From an optimization exercise on the open Yosys and OpenROAD flow, aimed at small area and a short achievable clock period; shortcuts taken in it are not production practice.
Where RTL was checked, it was by simulation tests only, not by an equivalence proof against the original.
No activity file was given, so power comes from the tool's default toggle rates.

Design wallace_mult_top, start of the top module:
module wallace_mult_top (
	input  wire        clk,
	input  wire        sext_a,
	input  wire        sext_b,
	input  wire [31:0] a,
	input  wire [31:0] b,
	output wire [63:0] out
);
For scale: about 2600 cells after synthesis, about 210 flip-flops, roughly 130 I/O pins, ~28000 sq um of cells after synthesis.
clock: 8.5 ns
lec_check: 0
cap_margin: 20
core_margin: 2
core_utilization: 40
slew_margin: 20
synth_hierarchical: 1
synth_minimum_keep_size: 0
run.sh (not shown) runs the stock make flow with config.mk's settings and CLKGATE_MAP_FILE= SYNTH_SCRIPT=/design/flow/synth_recipe.tcl, a recipe that flattens the netlist after the stock synthesis.
The first run finished with timing, DRC and antenna clean.
Next try:
Settings changed: SETUP_SLACK_MARGIN set to 4.5.
Effect: Final area rose by 19%. Die area is unchanged. Count of clock-buffer cells in the layout fell by 4. First-iteration DRC count rose by 28%. Synthesized area is unchanged. Worst setup slack gains 1.4 ns. Non-clock buffer count rose by 230.
Next try:
Settings changed: SETUP_SLACK_MARGIN 4.5 to 3.5.
Result: Design area is lower by 12%; final cell count is lower by 4.7%; routed wire length drops by 11%; worst hold slack is better by 0.15 ns; area after synthesis does not change; total power went down by 8.3%; sequential share of layout area goes up by 1.3 points; clock power came out lower by about 10%.

========
wallace_mult_top, a different RTL version from the one above (not shown whole).
Size in the first run: roughly 2,700 cells after synthesis, roughly 130 I/O pins, ~28,000 µm² of cells after synthesis.
clock: 8.5 ns
lec_check: 0
cap_margin: 20
core_margin: 2
core_utilization: 65
setup_slack_margin: 4.0
slew_margin: 20
synth_hierarchical: 1
synth_minimum_keep_size: 0
standard.sh (not shown) runs the stock make flow with config.mk's settings and CLKGATE_MAP_FILE= SYNTH_SCRIPT=/design/flow/synth_recipe.tcl, a recipe that flattens the netlist after the stock synthesis.
==> flow/flow/run.sh <==
#!/bin/bash
# The standard layout (standard.sh, with the standard flow's synthesis and settings), except that
# the port buffers that global placement inserts are buf_1 cells instead of the
# default choice. make's own output goes to standard.log; each tool's log is under
# orfs/logs/.
set -euo pipefail
bash standard.sh 'BUFFER_PORTS_ARGS=-buffer_cell sky130_fd_sc_hd__buf_1' finish > standard.log 2>&1
==> next run, changes <==
==> flow/run.sh (new file) <==
#!/bin/bash
# synth_recipe.tcl (not shown) runs the flow's synth.tcl, then flattens the netlist and writes it again
# the make line also repeats each setting of config.mk as NAME=value (left out here)
make -C /OpenROAD-flow-scripts/flow DESIGN_CONFIG=/design/flow/config.mk WORK_HOME=/design/flow/orfs CLKGATE_MAP_FILE= SYNTH_SCRIPT=/design/flow/synth_recipe.tcl finish
- CORE_UTILIZATION: 65 -> 75
removed: flow/flow/run.sh
removed: flow/standard.sh
The new run went through all stages and came out clean.
Total power goes up by about 6%.
Synthesized area does not change.
Final cell count goes down by 1.8%.
First-iteration DRC count goes up by about 26%.
Worst hold slack got worse by 27 ps.
Routed wire length goes up by about 2.5%.
Sequential power is about the same.
Design area goes up by about 3.3%.
Setup slack got worse by 13 ps.
Non-clock buffer count goes up by 16.
==> next run, changes <==
- CORE_UTILIZATION: 75 -> 60
- TNS_END_PERCENT: not set -> 30
Hold slack improves by 73 ps.
Maximum frequency increases by 0.98%.
Utilization decreases by 16 points.
Wire length barely changes.
Combinational power is about the same.
==> next run, changes <==
- TNS_END_PERCENT: 30 -> not set
The new run finished with timing, DRC and antenna clean.
Final cell count barely changes.
Register-to-register slack improved by 130 ps.
Design area goes down slightly.
Core utilization goes down by 0.28 points.
Clock skew hardly moves.
Hold slack barely changes.
Sequential cell count stays the same.
Routed wire length goes down slightly.
Critical path depth is unchanged.
Total power goes down slightly.
==> next run, changes <==
- CORE_UTILIZATION: 60 -> 40
Result:
- worst setup slack degrades by 26 ps
- hold slack improves by 10 ps
- via count barely changes
- final area rose by 2.2%
- cell count climbs by 10%
- core utilization drops by 21 points
- routed wire length rose by 5.6%
==> next run, changes <==
==> flow/flow/run.sh (new file) <==
#!/bin/bash
# The standard layout (standard.sh, with the standard flow's synthesis and settings), except that
# the port buffers that global placement inserts are buf_1 cells instead of the
# default choice. make's own output goes to standard.log; each tool's log is under
# orfs/logs/.
set -euo pipefail
bash standard.sh 'BUFFER_PORTS_ARGS=-buffer_cell sky130_fd_sc_hd__buf_1' finish > standard.log 2>&1
==> flow/standard.sh (new file) <==
#!/bin/bash
# synth_recipe.tcl (not shown) runs the flow's synth.tcl, then flattens the netlist and writes it again
# the make line also repeats each setting of config.mk as NAME=value (left out here)
make -C /OpenROAD-flow-scripts/flow DESIGN_CONFIG=/design/flow/config.mk WORK_HOME=/design/flow/orfs CLKGATE_MAP_FILE= SYNTH_SCRIPT=/design/flow/synth_recipe.tcl "${@:-finish}"
- CORE_UTILIZATION: 40 -> 60
- SETUP_SLACK_MARGIN: 4.0 -> 4.15
removed: flow/run.sh
What happened: The new run completed with no timing, DRC or antenna violations. Design area decreases by 2.8%. Via count decreases by 0.53%. First-iteration DRC count increases by 22%. Clock-buffer cell count does not change. Clock skew increases by 5.1 ps. Synthesized area is unchanged. Die area decreases by 33%.

========
Setup of job 644:
wallace_mult_top, a different RTL version from the one above (not shown whole).
For scale: about 3000 cells after synthesis, about 130 I/O pins, ~29000 um^2 of cells after synthesis.
Settings: LEC_CHECK=0, CAP_MARGIN=20, CORE_MARGIN=2, CORE_UTILIZATION=40, SETUP_SLACK_MARGIN=4.0, SLEW_MARGIN=20, SYNTH_HIERARCHICAL=1, SYNTH_MINIMUM_KEEP_SIZE=0; clock period 8.5 ns.
run.sh (not shown) runs the stock make flow with config.mk's settings and CLKGATE_MAP_FILE= SYNTH_SCRIPT=/design/flow/synth_recipe.tcl, a recipe that flattens the netlist after the stock synthesis.
Stock flow here: none of the scripts above is used.
Job 644 ended with every stage complete and zero timing, DRC or antenna violations.
--- input diff job 644..job 5094 ---
diff --git a/flow/config.mk b/flow/config.mk
--- a/flow/config.mk
+++ b/flow/config.mk
@@ -9,5 +9,5 @@
 export CORE_MARGIN = 2
 export CORE_UTILIZATION = 40
-export SETUP_SLACK_MARGIN = 4.0
+export SETUP_SLACK_MARGIN = 4.4
 export SLEW_MARGIN = 20
 export SYNTH_HIERARCHICAL = 1
--- outcome ---
The setup slack of job 5094 is larger than that of job 644. Job 644 -> job 5094: power per standard cell area decreased slightly. Leakage power ended up 2.6% higher on job 5094 than on job 644.
Function was not checked in any run of this note: the RTL went through the layout flow alone.

========
== pepper ==
wallace_mult_top with an RTL version that a note above also has.
Size in the first run: ~130 I/O pins, ~28000 sq um of cells after synthesis.
clock: 8.5 ns
lec_check: 0
cap_margin: 20
core_margin: 2
core_utilization: 55
setup_slack_margin: 4.0
slew_margin: 20
synth_hierarchical: 1
synth_minimum_keep_size: 0
standard.sh (not shown) runs the stock make flow with config.mk's settings and CLKGATE_MAP_FILE= SYNTH_SCRIPT=/design/flow/synth_recipe.tcl, a recipe that flattens the netlist after the stock synthesis.
==> flow/flow/run.sh <==
#!/bin/bash
# The standard layout (standard.sh, with the standard flow's synthesis and settings), except that
# the port buffers that global placement inserts are buf_1 cells instead of the
# default choice. make's own output goes to standard.log; each tool's log is under
# orfs/logs/.
set -euo pipefail
bash standard.sh 'BUFFER_PORTS_ARGS=-buffer_cell sky130_fd_sc_hd__buf_1' finish > standard.log 2>&1
What indigo does differently from pepper at the input level:
- swapping 55 for 60 in CORE_UTILIZATION
-- flow/flow/run.sh --
<<< pepper, line 6
set -euo pipefail
bash standard.sh 'BUFFER_PORTS_ARGS=-buffer_cell sky130_fd_sc_hd__buf_1' finish > standard.log 2>&1
>>> indigo, line 6
set -euo pipefail
bash standard.sh 'BUFFER_PORTS_ARGS=-buffer_cell sky130_fd_sc_hd__buf_1' SKIP_GATE_CLONING=1 finish > standard.log 2>&1
==> comparison <==
Between pepper and indigo, the difference in share of final layout cell area taken by clock buffers and inverters is negligible. Total wirelength of the detailed-routed design delta (indigo -> pepper): insignificant. indigo vs pepper, horizontal die dimension went down by 9.7 um. Having completed the whole flow, indigo delivered a layout that passed the timing, design-rule and antenna checks.
Here is what was changed in the inputs of nickel compared with indigo.
- swapping 4.0 for 4.2 in SETUP_SLACK_MARGIN
==> flow/run.sh (new file) <==
#!/bin/bash
# synth_recipe.tcl (not shown) runs the flow's synth.tcl, then flattens the netlist and writes it again
# the make line also repeats each setting of config.mk as NAME=value (left out here)
make -C /OpenROAD-flow-scripts/flow DESIGN_CONFIG=/design/flow/config.mk WORK_HOME=/design/flow/orfs CLKGATE_MAP_FILE= SYNTH_SCRIPT=/design/flow/synth_recipe.tcl finish
removed: flow/flow/run.sh
removed: flow/standard.sh
## What came out
- Any difference in count of clock buffers in the final design between nickel and indigo is small enough to ignore.
- Taking indigo over nickel, the peak supply drop ratio works out to 0.851.
- When nickel is set beside indigo, its growth of design area from synthesis to finish turns out to be 5.7 points larger.
- Taking indigo as the reference, in nickel design area rose 1600 sq um; share of power burned in combinational logic rose 1.0 points.
- Of indigo and nickel, the run reporting the higher hold slack was indigo.
- Relative slew slack ended up 2.5 points lower on nickel than on indigo.
- Sort indigo and nickel by overall routed net length, ascending, and indigo comes first.
- From indigo to nickel, post-synthesis instance area did not move at all.
- The critical path endpoint comes out out[55] in one run and out[59] in the other, namely in nickel and indigo respectively.
- Summary of nickel over indigo: inverter count now sits at about the same level; fraction of the mapped netlist area in simple logic gates now sits at about the same level.
For yarrow, these inputs were changed with respect to nickel:
- SLEW_MARGIN changed from 20 to 0
- SETUP_SLACK_MARGIN changed from 4.2 to 4.0
- CAP_MARGIN changed from 20 to 0
- CORE_UTILIZATION changed from 60 to 40
### Flow results
On core occupancy in the finished layout: yarrow sits below nickel. Sort yarrow and nickel by clock share of power, ascending, and nickel comes first. Changes observed in yarrow relative to nickel: global-route usage decreased by 11 points relative to the old numbers, area used by multi-input combinational logic decreased by about 0.8% relative to the old numbers. out[59] as the end point of the critical path was reported by yarrow, and out[55] by nickel. yarrow — slew of the pin with the lowest slew margin 0.049 ns higher, nickel as reference. In the metrics for yarrow and nickel, the one carrying the lower worst clock skew is yarrow. The total number of H-tree levels on nickel is in line with that on yarrow. The final reports for yarrow and nickel show met1 wire length higher in the former. yarrow finished every stage and its layout cleared the timing, design-rule and antenna checks.
#### Input delta (violet over yarrow)
- SLEW_MARGIN: 0 -> 20
- CORE_UTILIZATION: 40 -> 60
- CAP_MARGIN: 0 -> 20
==> flow/flow/run.sh (new file) <==
#!/bin/bash
# The standard layout (standard.sh, with the standard flow's synthesis and settings), except that
# the port buffers that global placement inserts are buf_1 cells instead of the
# default choice. make's own output goes to standard.log; each tool's log is under
# orfs/logs/.
set -euo pipefail
bash standard.sh 'BUFFER_PORTS_ARGS=-buffer_cell sky130_fd_sc_hd__buf_1' finish > standard.log 2>&1
==> flow/standard.sh (new file) <==
#!/bin/bash
# synth_recipe.tcl (not shown) runs the flow's synth.tcl, then flattens the netlist and writes it again
# the make line also repeats each setting of config.mk as NAME=value (left out here)
make -C /OpenROAD-flow-scripts/flow DESIGN_CONFIG=/design/flow/config.mk WORK_HOME=/design/flow/orfs CLKGATE_MAP_FILE= SYNTH_SCRIPT=/design/flow/synth_recipe.tcl "${@:-finish}"
removed: flow/run.sh
--- outcome ---
- After synthesis and placement, the instance count of violet is below that of yarrow.
- Comparing violet and yarrow, the lower detailed-route vias per instance is on yarrow.
- Utilization after layout on violet is up relative to yarrow.
- Compared to yarrow, violet has clock-buffer cell count 1 higher.
- Delta (violet minus yarrow): buffer count from post-CTS setup fixing -1, detailed route wirelength on metal3 moved up, maximum clock frequency up 0.50%, part of the power in the clock network now sits at about the same level, routed wire length moved down.
- violet vs. yarrow: non-clock buffer count now larger; clock latency on the worst-skew pair comparable.

========
Another version of the RTL of wallace_mult_top (not shown whole).
Size: about 130 I/O pins, ~0.028 mm2 of cells after synthesis.
Settings: LEC_CHECK=0, CAP_MARGIN=20, CORE_MARGIN=2, CORE_UTILIZATION=60, SETUP_SLACK_MARGIN=4.3, SLEW_MARGIN=20, SYNTH_HIERARCHICAL=1, SYNTH_MINIMUM_KEEP_SIZE=0; clock period 8.5 ns.
run.sh (not shown) runs the stock make flow with config.mk's settings and CLKGATE_MAP_FILE= SYNTH_SCRIPT=/design/flow/synth_recipe.tcl, a recipe that flattens the netlist after the stock synthesis.
Stock flow here: none of the scripts above is used.
The first run ran to the end with no violations.
Rerun with:
--- a/flow/config.mk
+++ b/flow/config.mk
@@ -10,3 +10,3 @@
 export CORE_UTILIZATION = 60
-export SETUP_SLACK_MARGIN = 4.3
+export SETUP_SLACK_MARGIN = 4.0
 export SLEW_MARGIN = 20
The new run completed without violations.
Setup slack is worse by 0.23 ns.
Hold slack gets better by 0.028 ns.
Synthesized area is unchanged.
No functional check of the RTL was part of any run of this note.

========
## run 1
RTL: one of the versions met above, not the one the previous note started from.
Size in the first run: ~2,700 cells after synthesis, ~190 flip-flops, ~130 I/O pins.
==> flow/design.v (excerpt) <==
module wallace_mult_top (
	input  wire        clk,
	input  wire        sext_a,
	input  wire        sext_b,
	input  wire [31:0] a,
	input  wire [31:0] b,
	output wire [63:0] out
);
Settings: LEC_CHECK=0, CAP_MARGIN=20, CORE_MARGIN=2, CORE_UTILIZATION=40, CTS_CLUSTER_DIAMETER=200, CTS_CLUSTER_SIZE=30, SETUP_SLACK_MARGIN=4.0, SLEW_MARGIN=20, SYNTH_HIERARCHICAL=1, SYNTH_MINIMUM_KEEP_SIZE=0; clock period 8.5 ns.
The inputs of run 2 differ from those of run 1 as listed below.
- putting GPL_TIMING_DRIVEN at 0 where nothing was set
- clearing CTS_CLUSTER_DIAMETER, which used to be 200
- clearing CTS_CLUSTER_SIZE, which used to be 30
- swapping 40 for 60 in CORE_UTILIZATION
==> flow/flow/run.sh (new file) <==
#!/bin/bash
# The standard layout (standard.sh, with the standard flow's synthesis and settings), except that
# the port buffers that global placement inserts are buf_1 cells instead of the
# default choice. make's own output goes to standard.log; each tool's log is under
# orfs/logs/.
set -euo pipefail
bash standard.sh 'BUFFER_PORTS_ARGS=-buffer_cell sky130_fd_sc_hd__buf_1' finish > standard.log 2>&1
==> flow/standard.sh (new file) <==
#!/bin/bash
# synth_recipe.tcl (not shown) runs the flow's synth.tcl, then flattens the netlist and writes it again
# the make line also repeats each setting of config.mk as NAME=value (left out here)
make -C /OpenROAD-flow-scripts/flow DESIGN_CONFIG=/design/flow/config.mk WORK_HOME=/design/flow/orfs CLKGATE_MAP_FILE= SYNTH_SCRIPT=/design/flow/synth_recipe.tcl "${@:-finish}"
removed: flow/run.sh
==> comparison <==
- STATUS final hold slack: run 2 loses against run 1
- Run 2 vs. run 1: combinational cell fraction of total power went up by 1.9 points.
- Minimum setup slack in the final design down 0.20 ns in run 2 wrt run 1
- Side by side, wire length turned out higher in run 2 than in run 1.
- Run 1 -> run 2: clock power decreased by more than 10%
- Cell count: run 2 vs run 1 — no meaningful difference
- Critical path depth ended up 1 higher on run 2 than on run 1.
- The pre-CTS setup slack of run 2 was inferior to that of run 1.
For run 3, these inputs were changed with respect to run 2:
- GPL_TIMING_DRIVEN removed (was 0)
- CORE_UTILIZATION changed from 60 to 40
- SETUP_SLACK_MARGIN changed from 4.0 to 4.3
==> flow/run.sh (new file) <==
#!/bin/bash
# synth_recipe.tcl (not shown) runs the flow's synth.tcl, then flattens the netlist and writes it again
# the make line also repeats each setting of config.mk as NAME=value (left out here)
make -C /OpenROAD-flow-scripts/flow DESIGN_CONFIG=/design/flow/config.mk WORK_HOME=/design/flow/orfs CLKGATE_MAP_FILE= SYNTH_SCRIPT=/design/flow/synth_recipe.tcl finish
removed: flow/flow/run.sh
removed: flow/standard.sh
Notes after the runs:
Core region area (lower): run 2
Run 3 vs. run 2: multi-input combinational area share went down 0.86 points; fraction of power consumed by the clock network went up 0.3 points; ratio of final minimum period to clock period went down 2.7 points.
Reported for run 3 and run 2, portion of the post-synthesis area used by sequential elements turned out identical to the last digit.
Largest fanout on the critical path down 4 in run 3 wrt run 2
Relative to run 2, the maximum clock frequency of run 3 is higher by about 5%.
Via count of the first global-routing pass down 654 in run 3 wrt run 2
Against run 2, run 3 reports a critical path data arrival time that is lower.
Looking at post-layout minimum cycle time, run 3 sits 0.23 ns below run 2.

## afterwards: timing with drivers on the ports
No port has a modelled driver above. Below, the same layouts with a new extraction and two added sets of constraints.
Step 1 sets driving cells, clkbuf_16 on the clock port and buf_2 on the other inputs (assumed; they add their load-dependent delay and slew).
Step 2 times the ports against the registers' clock, not the clock port: input delays grow and output delays shrink by t, the midpoint of the rising clock arrivals with the driver on.
Slacks: no drivers / after step 1 / after step 2; pairs: no drivers / after step 1.
run | shift t [ns] | setup slack, ns | worst setup path at the end | worst data-port slew with drivers (ns) | pins driven straight from the clock port
the first run of note 1 | 0.643 | 1.996 / 1.932 / 2.574 | register to output | 0.04 | 1
the second run of note 1 | 0.647 | 3.425 / 3.361 / 4.009 | register to output | 0.06 | 1
the third run of note 1 | 0.636 | 3.293 / 3.236 / 3.566 | register to register | 0.05 | 1
the first run of note 2 | 0.563 | 3.904 / 3.843 / 4.018 | register to register | 0.05 | 1
the second run of note 2 | 0.544 | 3.891 / 3.831 / 3.968 | register to register | 0.07 | 1
the third run of note 2 | 0.562 | 3.936 / 3.877 / 3.959 | register to register | 0.10 | 1
the fourth run of note 2 | 0.561 | 4.006 / 3.946 / 4.090 | register to register | 0.10 | 1
the fifth run of note 2 | 0.577 | 3.979 / 3.922 / 4.080 | register to register | 0.07 | 1
the sixth run of note 2 | 0.578 | 3.945 / 3.887 / 4.214 | register to register | 0.07 | 1
job 644 | 0.638 | 4.058 / 4.058 / 3.751 | input to register | 0.08 | 1
job 5094 | 0.643 | 4.152 / 4.088 / 3.854 | input to register | 0.08 | 1
pepper | 0.577 | 3.963 / 3.899 / 3.996 | register to register | 0.07 | 1
indigo | 0.572 | 4.003 / 3.940 / 4.059 | register to register | 0.07 | 1
nickel | 0.581 | 4.030 / 3.968 / 4.252 | register to register | 0.09 | 1
yarrow | 0.575 | 3.981 / 3.921 / 4.021 | register to register | 0.07 | 1
violet | 0.572 | 4.003 / 3.940 / 4.059 | register to register | 0.07 | 1
the first run of note 5 | 0.560 | 4.238 / 4.170 / 4.247 | register to register | 0.08 | 1
the second run of note 5 | 0.585 | 4.013 / 3.983 / 4.013 | register to register | 0.08 | 1
run 1 | 0.577 | 3.979 / 3.922 / 4.080 | register to register | 0.07 | 1
run 2 | 0.568 | 3.784 / 3.721 / 3.833 | register to register | 0.04 | 1
run 3 | 0.559 | 4.012 / 3.954 / 4.310 | register to register | 0.06 | 1
After both steps setup and hold are still met in every run listed. The setup slack of job 644, which loses most, moves by 0.000 ns with the drivers and by -0.307 ns with both steps.
